From an optimization exercise on the open Yosys and OpenROAD flow, aimed at small area; shortcuts taken in it are not production practice.

==> flow/design.v <==
module module_top (
    input  logic        clk,
    input  logic [3:0]  fil,
    input  logic        rst_in,
    input  logic        rst,
    output logic        rst_1,
    output logic [3:0]  col,
    output logic [6:0]  seg,
    output logic        seg_dot,
    output logic [3:0]  cats
);
    assign rst_1   = 1'b1;
    assign seg_dot = 1'b0;
    logic [14:0] sc;
    logic [1:0]  idx;        
    wire term = ~sc[14] & sc[13] & ~sc[12] & sc[11] & sc[9] & sc[7] & sc[6] & sc[5]
              & ~sc[4] & sc[3] & sc[1] & ~sc[0];
    always_ff @(posedge clk) begin
        if (rst || term) sc <= 15'd28769;
        else             sc <= {~sc[13:0], sc[14] ^ sc[0]};
        if (rst)       idx <= 2'd0;
        else if (term) idx <= idx + 2'd1;
    end
    assign col = 4'b0001 << idx;
    logic any_row, rst_in_reg;     
    always_ff @(posedge clk) begin
        if (rst) begin
            any_row    <= 1'b0;
            rst_in_reg <= 1'b0;
        end else begin
            any_row    <= |fil;
            rst_in_reg <= rst_in;
        end
    end
    logic press, reset, pulse, pulse_rst;
    module_DeBounce DB     (.clk(clk), .rst(rst), .button_in(any_row),    .DB_out(press), .pulse(pulse));
    module_DeBounce DB_rst (.clk(clk), .rst(rst), .button_in(rst_in_reg), .DB_out(reset), .pulse(pulse_rst));
    logic [3:0] key;
    always_comb begin
        key = 4'h0;
        case (fil)
            4'b0001: case (idx) 2'd0: key = 4'h1; 2'd1: key = 4'h2; 2'd2: key = 4'h3; 2'd3: key = 4'hA; endcase
            4'b0010: case (idx) 2'd0: key = 4'h4; 2'd1: key = 4'h5; 2'd2: key = 4'h6; 2'd3: key = 4'hB; endcase
            4'b0100: case (idx) 2'd0: key = 4'h7; 2'd1: key = 4'h8; 2'd2: key = 4'h9; 2'd3: key = 4'hC; endcase
            4'b1000: case (idx) 2'd0: key = 4'hE; 2'd1: key = 4'h0; 2'd2: key = 4'hF; 2'd3: key = 4'hD; endcase
            default: key = 4'h0;
        endcase
    end
    logic [3:0] numero;
    always_ff @(posedge clk)
        if (pulse) numero <= reset ? 4'h0 : numero;
        else       numero <= key;
    localparam logic [2:0] INICIO = 3'b000, PRIMERO = 3'b001, SEG1 = 3'b011, SEGUNDO = 3'b010,
                           DIVIDIR = 3'b110, RESET = 3'b100;
    logic [2:0] state;
    always_ff @(posedge clk) begin
        if (rst || reset) state <= INICIO;
        else case (state)
            INICIO:  if (press) state <= PRIMERO;
            PRIMERO: if (press) state <= SEG1;
            SEG1:    state <= press ? DIVIDIR : SEGUNDO;
            SEGUNDO: if (press) state <= DIVIDIR;
            DIVIDIR: if (press) state <= RESET;
            default: state <= INICIO;
        endcase
    end
    wire sel_disp = (state == DIVIDIR);
    wire clr_ab   = rst | reset | (state == RESET);
    logic [3:0] A, B;
    always_ff @(posedge clk) begin
        if (clr_ab) begin
            A <= '0;
            B <= '0;
        end else begin
            if (press && state == INICIO)  A <= numero;
            if (press && state == PRIMERO) B <= numero;
        end
    end
    localparam logic [2:0] D_IDLE = 3'b000, D_START = 3'b001;
    logic [2:0] dst;
    logic [3:0] Rr, Q;
    wire  [1:0] ind   = dst[1:0];
    wire        busy  = dst[2];
    wire  [4:0] Rn    = {Rr, A[~ind]};
    wire  [4:0] D     = Rn - {1'b0, B};
    wire        signo = D[4];
    always_ff @(posedge clk) begin
        if (rst) begin
            dst <= D_IDLE;
            Rr  <= '0;
            Q   <= '0;
        end else if (busy) begin
            Q[~ind] <= ~signo;
            Rr      <= signo ? Rn[3:0] : D[3:0];
            dst     <= (ind == 2'd3) ? D_IDLE : dst + 3'd1;
        end else if (dst == D_START) begin
            Rr  <= '0;
            dst <= 3'b100;
        end else if (state == SEG1 && B != 4'd0) begin
            dst <= D_START;
        end
    end
    wire       q_ten = Q[3] & (Q[2] | Q[1]);
    wire       r_ten = Rr[3] & (Rr[2] | Rr[1]);
    wire [3:0] q_one = q_ten ? Q - 4'd10 : Q;
    wire [3:0] r_one = r_ten ? Rr - 4'd10 : Rr;
    logic [3:0] num;
    always_comb begin
        if (sel_disp)
            case (idx)
                2'd0: num = r_one;
                2'd1: num = {3'b000, r_ten};
                2'd2: num = q_one;
                default: num = {3'b000, q_ten};
            endcase
        else
            case (idx)
                2'd1: num = B;
                2'd2: num = A;
                default: num = 4'h8;
            endcase
    end
    always_comb begin
        case (num)
            4'h0: seg = 7'b0111111;
            4'h1: seg = 7'b0000110;
            4'h2: seg = 7'b1011011;
            4'h3: seg = 7'b1001111;
            4'h4: seg = 7'b1100110;
            4'h5: seg = 7'b1101101;
            4'h6: seg = 7'b1111101;
            4'h7: seg = 7'b0000111;
            4'h8: seg = 7'b1111111;
            4'h9: seg = 7'b1101111;
            4'hA: seg = 7'b1110111;
            4'hB: seg = 7'b1111100;
            4'hC: seg = 7'b0111001;
            4'hD: seg = 7'b1011110;
            4'hE: seg = 7'b1111001;
            default: seg = 7'b1110001;
        endcase
    end
    assign cats = ~(sel_disp ? col : {1'b0, idx == 2'd2, idx == 2'd1, 1'b0});
endmodule
module module_DeBounce (
    input  logic clk,
    input  logic rst,
    input  logic button_in,
    output logic DB_out,
    output logic pulse        
);
    localparam logic [1:0] IDLE = 2'd0, PULSE = 2'd1, WAIT_LOW = 2'd2, INHIBITED = 2'd3;
    logic        DFF1, DFF2;
    logic [19:0] lf;
    logic [1:0]  state;
    wire t512  = ~lf[13] & ~lf[9] & lf[5] & ~lf[4] & lf[2] & ~lf[1];
    wire t2p19 = ~lf[18] & lf[17] & ~lf[16] & lf[15] & ~lf[14] & lf[13] & ~lf[12] & ~lf[10]
               & lf[9] & ~lf[8] & ~lf[7] & ~lf[6] & ~lf[5] & ~lf[3] & ~lf[2] & ~lf[1] & ~lf[0];
    assign pulse = (state == PULSE);
    always_ff @(posedge clk)
        if (DFF1 ^ DFF2) lf <= '0;
        else             lf <= {~lf[18:0], ~(lf[19] ^ lf[16])};
    always_ff @(posedge clk) begin
        if (rst) begin
            DFF1   <= 1'b0;
            DFF2   <= 1'b0;
            state  <= IDLE;
            DB_out <= 1'b0;
        end else begin
            DFF1   <= button_in;
            DFF2   <= DFF1;
            DB_out <= pulse;
            case (state)
                IDLE:      if (t512 && DFF2) state <= PULSE;
                PULSE:     state <= WAIT_LOW;
                WAIT_LOW:  if (!DFF2) state <= INHIBITED;
                INHIBITED: if (t2p19 && !DFF2) state <= IDLE;
            endcase
        end
    end
endmodule
clock: 10.0 ns
lec_check: 0
cap_margin: 20
core_margin: 2
core_utilization: 40
slew_margin: 20
run.sh (not shown) runs the stock make flow with config.mk's settings and CLKGATE_MAP_FILE= SYNTH_SCRIPT=/design/flow/synth_recipe.tcl, a recipe that flattens the netlist after the stock synthesis.
Change:
==> flow/flow/run.sh (new file) <==
#!/bin/bash
# Own layout flow: the standard flow (standard.sh) with
#  - synthesis through flow/own_synth.tcl: the standard synthesis script with
#    area-oriented ABC mapping and no half/full-adder cell extraction
#    (registers are mapped exactly as in the standard synthesis),
#  - port buffers of the smallest buffer cell,
#  - a small clock tree without dummy loads.
set -euo pipefail
W=$(pwd)
sed -e "s|SYNTH_SCRIPT=[^ ]*|SYNTH_SCRIPT=$W/flow/own_synth.tcl|" standard.sh > own_standard.sh
export BUFFER_PORTS_ARGS="-buffer_cell sky130_fd_sc_hd__buf_1"
export CTS_ARGS="-sink_clustering_enable -repair_clock_nets -dont_use_dummy_load -buf_list sky130_fd_sc_hd__clkbuf_4 -root_buf sky130_fd_sc_hd__clkbuf_8 -sink_clustering_size 25"
bash own_standard.sh finish > own_flow.log 2>&1
==> flow/flow/own_synth.tcl (new file) <==
proc synth {args} { yosys synth -nofsm -noshare {*}$args }
# area-oriented mapping: no half/full adder cells, plain ABC liberty mapping
proc extract_fa {args} { puts "own flow: extract_fa skipped" }
proc abc {args} {
  global lib_args lib_dont_use_args
  yosys abc {*}$lib_args {*}$lib_dont_use_args
}
source $::env(SCRIPTS_DIR)/synth.tcl
# left out here: clear keep_hierarchy, flatten, clean up, hide names made inside functions, write 1_2_yosys.v
==> flow/standard.sh (new file) <==
#!/bin/bash
# synth_recipe.tcl (not shown) runs the flow's synth.tcl, then flattens the netlist and writes it again
# the make line also repeats each setting of config.mk as NAME=value (left out here)
make -C /OpenROAD-flow-scripts/flow DESIGN_CONFIG=/design/flow/config.mk WORK_HOME=/design/flow/orfs CLKGATE_MAP_FILE= SYNTH_SCRIPT=/design/flow/synth_recipe.tcl "${@:-finish}"
- CORE_UTILIZATION: 40 -> 55
removed: flow/run.sh
The new run went through all stages and came out clean.
Synthesized cell count goes down by 14%.
Area after synthesis goes down by 17%.
Utilization goes up by 15 points.
Setup slack gains 0.31 ns.
Hold slack is about the same.
No run of this note included a check of the RTL's function; only the layout flow was run.

-- re-timing with driven ports --
In the flow no input, the clock included, has a driving cell. The finished layouts below were timed again as built, in two steps.
Step 1 sets driving cells, clkbuf_16 on the clock port and buf_2 on the other inputs (assumed; they add their load-dependent delay and slew).
Step 2, shift: input delay + t, output delay - t, t = (earliest + latest rising clock arrival at the registers) / 2. This alone moves slack from input paths to output paths.
Slacks: ideal ports / drivers / drivers and shift; pairs: ideal ports / drivers.
run	t (ns)	setup WS [ns]	worst hold slack (ns)	worst register clock-pin slew, ns	cell pins on the clock port's net
the first run	0.391	4.612 / 4.580 / 4.971	0.381 / 0.381 / 0.381	0.11 / 0.11	1
the second run	0.373	4.917 / 4.890 / 5.263	0.383 / 0.383 / 0.383	0.09 / 0.09	1
After both steps every run listed still meets setup and hold.
